From an optimization exercise on the open Yosys and OpenROAD flow, aimed at small area; shortcuts taken in it are not production practice. Only simulation tests tie the RTL to the original design; equivalence was not proved. No activity file was given, so power comes from the tool's default toggle rates.

## run 1
==> flow/design.v (excerpt) <==
module codec_fsm #(
	parameter OVERSAMPLE 	= 250,
	parameter DATA_WIDTH 	= 32,
	parameter CHANNELS		= 2
)(
	input	wire 						xclk_i,
	input	wire						reset_n,
	input	wire	signed	[ 31:0 ] 	right_i,
	input	wire	signed	[ 31:0 ] 	left_i,
	output	wire	signed	[ 31:0 ]	right_o,
	output	wire	signed	[ 31:0 ]	left_o,
	output	wire						ready_o,
	output 	wire						bclk_o,
	output 	wire						daclrck_o,
	output	wire						dacdat_o,
	output	wire						adclrck_o,
	input	wire						adcdat_i
);
	reg			half;
	reg [ 6:0 ]	cnt;
	reg			adc_d;				 
	reg [ 31:0 ]	sh_left, sh_right;		 
	reg [ 31:0 ]	adc_left_reg, adc_right_reg;
	wire rst		= ~reset_n;
	wire end_half	= ( cnt == 7'd124 );
	wire in_reset	= ( cnt == 7'd127 );
	wire start		= ( half & end_half ) | in_reset;	 
	wire first64	= ~cnt[6];
	wire shift_l	= ~half & first64 & cnt[0];
	wire shift_r	= half & ~cnt[0] & ( first64 | ( cnt == 7'd64 ) );
	always @( posedge xclk_i ) begin
		adc_d <= adcdat_i;
		if( rst ) begin
			half	<= 1'b0;
			cnt		<= 7'd127;
		end
		else if( end_half ) begin
			half	<= ~half;
			cnt		<= 7'd0;
		end
		else begin
			cnt		<= cnt + 1'b1;
		end
	end
	wire load		= reset_n & start;
	wire sl			= reset_n & shift_l;
	wire sr			= reset_n & shift_r;
	always @( posedge xclk_i ) begin
		if( rst | load | sl )
			sh_left		<= ( {32{load}} & left_i ) | ( {32{sl}} & { sh_left[30:0], adc_d } );
		if( rst | load | sr )
  ...
Size in the first run: about 270 cells after synthesis, about 140 flip-flops, about 5000 µm² of cells after synthesis.
clock: 5.0 ns
lec_check: 0
cap_margin: 20
core_margin: 2
core_utilization: 40
slew_margin: 20
standard.sh (not shown) runs the stock make flow with config.mk's settings and CLKGATE_MAP_FILE= SYNTH_SCRIPT=/design/flow/synth_recipe.tcl, a recipe that flattens the netlist after the stock synthesis.
==> flow/flow/run.sh <==
#!/bin/bash
# Standard ORFS layout with small port buffers and a clock tree built from
# small clock buffers without dummy balancing loads.
set -euo pipefail
export BUFFER_PORTS_ARGS="-buffer_cell sky130_fd_sc_hd__buf_1"
export CTS_ARGS="-sink_clustering_enable -repair_clock_nets -buf_list {sky130_fd_sc_hd__clkbuf_2 sky130_fd_sc_hd__clkbuf_4} -dont_use_dummy_load"
export RECOVER_POWER=100
bash standard.sh > standard.log 2>&1
[run 1] flow finished | final checks: failed | reasons: capacitance limit, slew limit
Inputs modified between run 1 and run 2:
==> flow/flow/run.sh <==
#!/bin/bash
# Standard ORFS layout with small port buffers and a clock tree built from
# small clock buffers without dummy balancing loads.
set -euo pipefail
export BUFFER_PORTS_ARGS="-buffer_cell sky130_fd_sc_hd__buf_1"
export CTS_ARGS="-sink_clustering_enable -repair_clock_nets -buf_list {sky130_fd_sc_hd__clkbuf_4 sky130_fd_sc_hd__clkbuf_8} -dont_use_dummy_load"
bash standard.sh > standard.log 2>&1
==> comparison <==
Run 2 | stages: all done | timing, DRC, antenna: all pass
The critical path depth on run 2 is in line with that on run 1.
For the delay of the slowest cell on the worst path, run 2 came in 0.94 ns lower than run 1 did.
Clock network fraction of design power: run 2 higher than run 1
Summary of run 2 over run 1: remaining global-route overflow neither gained nor lost much, global-route wire length before repair saw little to no change, max-cap check violation count went down.
The inputs of run 3 differ from those of run 2 as listed below.
==> flow/run.sh (new file) <==
#!/bin/bash
# synth_recipe.tcl (not shown) runs the flow's synth.tcl, then flattens the netlist and writes it again
# the make line also repeats each setting of config.mk as NAME=value (left out here)
make -C /OpenROAD-flow-scripts/flow DESIGN_CONFIG=/design/flow/config.mk WORK_HOME=/design/flow/orfs CLKGATE_MAP_FILE= SYNTH_SCRIPT=/design/flow/synth_recipe.tcl finish
removed: flow/flow/run.sh
removed: flow/standard.sh
Notes after the runs:
- Compared with run 2, run 3 shows a lower routability congestion estimate.
- Going from run 2 to run 3, the final area was found to have gone up by 22%.
- Against run 2, run 3 reports a global-route usage that is higher.
- The area added between synthesis and finish reported for run 3 is greater than that of run 2 by 26 points.
- The faster design of the two is run 2; run 3 tops out lower.
- Run 3 vs. run 2: share of power burned in combinational logic went down by 0.3 points.
- Internal power, run 2 and run 3: lower on run 2
- In run 3 the total power turned out 34% higher than in run 2.
- Of run 2 and run 3, run 2 shows the higher number of fillers in the final layout, with run 3 below it.
diff inputs: run 3 => run 4
==> flow/flow/run.sh (new file) <==
#!/bin/bash
# Standard ORFS layout with small port buffers and a clock tree built from
# small clock buffers without dummy balancing loads.
set -euo pipefail
export BUFFER_PORTS_ARGS="-buffer_cell sky130_fd_sc_hd__buf_1"
export CTS_ARGS="-sink_clustering_enable -repair_clock_nets -buf_list {sky130_fd_sc_hd__clkbuf_2 sky130_fd_sc_hd__clkbuf_4} -dont_use_dummy_load"
bash standard.sh > standard.log 2>&1
==> flow/standard.sh (new file) <==
#!/bin/bash
# synth_recipe.tcl (not shown) runs the flow's synth.tcl, then flattens the netlist and writes it again
# the make line also repeats each setting of config.mk as NAME=value (left out here)
make -C /OpenROAD-flow-scripts/flow DESIGN_CONFIG=/design/flow/config.mk WORK_HOME=/design/flow/orfs CLKGATE_MAP_FILE= SYNTH_SCRIPT=/design/flow/synth_recipe.tcl "${@:-finish}"
removed: flow/run.sh
==> run summary <==
- Delta (run 4 minus run 3): area growth from synthesis to layout decreased by 28 points relative to the old numbers, synthesized cell count closely matched the old numbers, global-route wire length before repair decreased by 6.0% relative to the old numbers, post-route DRC violation count closely matched the old numbers, global-route usage decreased by 1.2 points relative to the old numbers.
- In the metrics for run 4 and run 3, the one carrying the lower met3 layer usage reported by global route is run 3.
- Core utilization: run 4 < run 3
- The cell with the biggest individual delay on the critical path comes out sky130_fd_sc_hd__dfxtp_1 in one run and sky130_fd_sc_hd__clkdlybuf4s50_1 in the other, namely in run 4 and run 3 respectively.
- Run 4 — switching fraction of total power 4.3 points higher, run 3 as reference
#### Input delta (run 5 over run 4)
==> flow/flow/run.sh <==
#!/bin/bash
# Standard ORFS layout with small port buffers and a clock tree built from
# small clock buffers without dummy balancing loads.
set -euo pipefail
export BUFFER_PORTS_ARGS="-buffer_cell sky130_fd_sc_hd__buf_1"
export CTS_ARGS="-sink_clustering_enable -repair_clock_nets -buf_list {sky130_fd_sc_hd__clkbuf_8} -sink_clustering_size 30 -dont_use_dummy_load"
bash standard.sh > standard.log 2>&1
==> comparison <==
- Taking run 4 as the reference, in run 5 mean routed wirelength per cell has increased; ratio of final minimum period to clock period has decreased; mux contribution to synthesized area has remained practically unchanged; core utilization has increased; first-iteration DRC count has decreased.
- Looking at run 5 and run 4, the number of global-route vias before repair is a wash.

## re-timing with driven ports
How much do the figures lean on ideal ports? The routed layouts below were timed once more, with nothing changed but the port constraints.
Step 1 sets driving cells, clkbuf_16 on the clock port and buf_2 on the other inputs (assumed; they add their load-dependent delay and slew).
Step 2 moves the port delays by t, midway between the first and last clock arrival at a register: inputs arrive t later, outputs are due t later. That takes back most of the time a late clock gives input paths.
Slacks: ideal / step 1 / step 2; pairs: ideal / step 1.
run | t (ns) | setup WS [ns] | hold slack, ns | worst data-port slew with drivers (ns) | cell pins on the clock port's net
run 1 | 0.516 | 1.547 / 1.553 / 1.037 | 0.428 / 0.428 / 0.428 | 0.05 | 1
run 2 | 0.445 | 2.251 / 2.217 / 1.994 | 0.437 / 0.437 / 0.437 | 0.05 | 1
run 3 | 0.443 | 1.861 / 1.824 / 1.647 | 0.447 / 0.447 / 0.447 | 0.06 | 1
run 4 | 0.513 | 2.180 / 2.148 / 1.992 | 0.428 / 0.428 / 0.428 | 0.05 | 1
run 5 | 0.445 | 2.251 / 2.217 / 1.994 | 0.437 / 0.437 / 0.437 | 0.05 | 1
The setup slack of run 1, which loses most, moves by +0.006 ns with the drivers and by -0.510 ns with both steps.
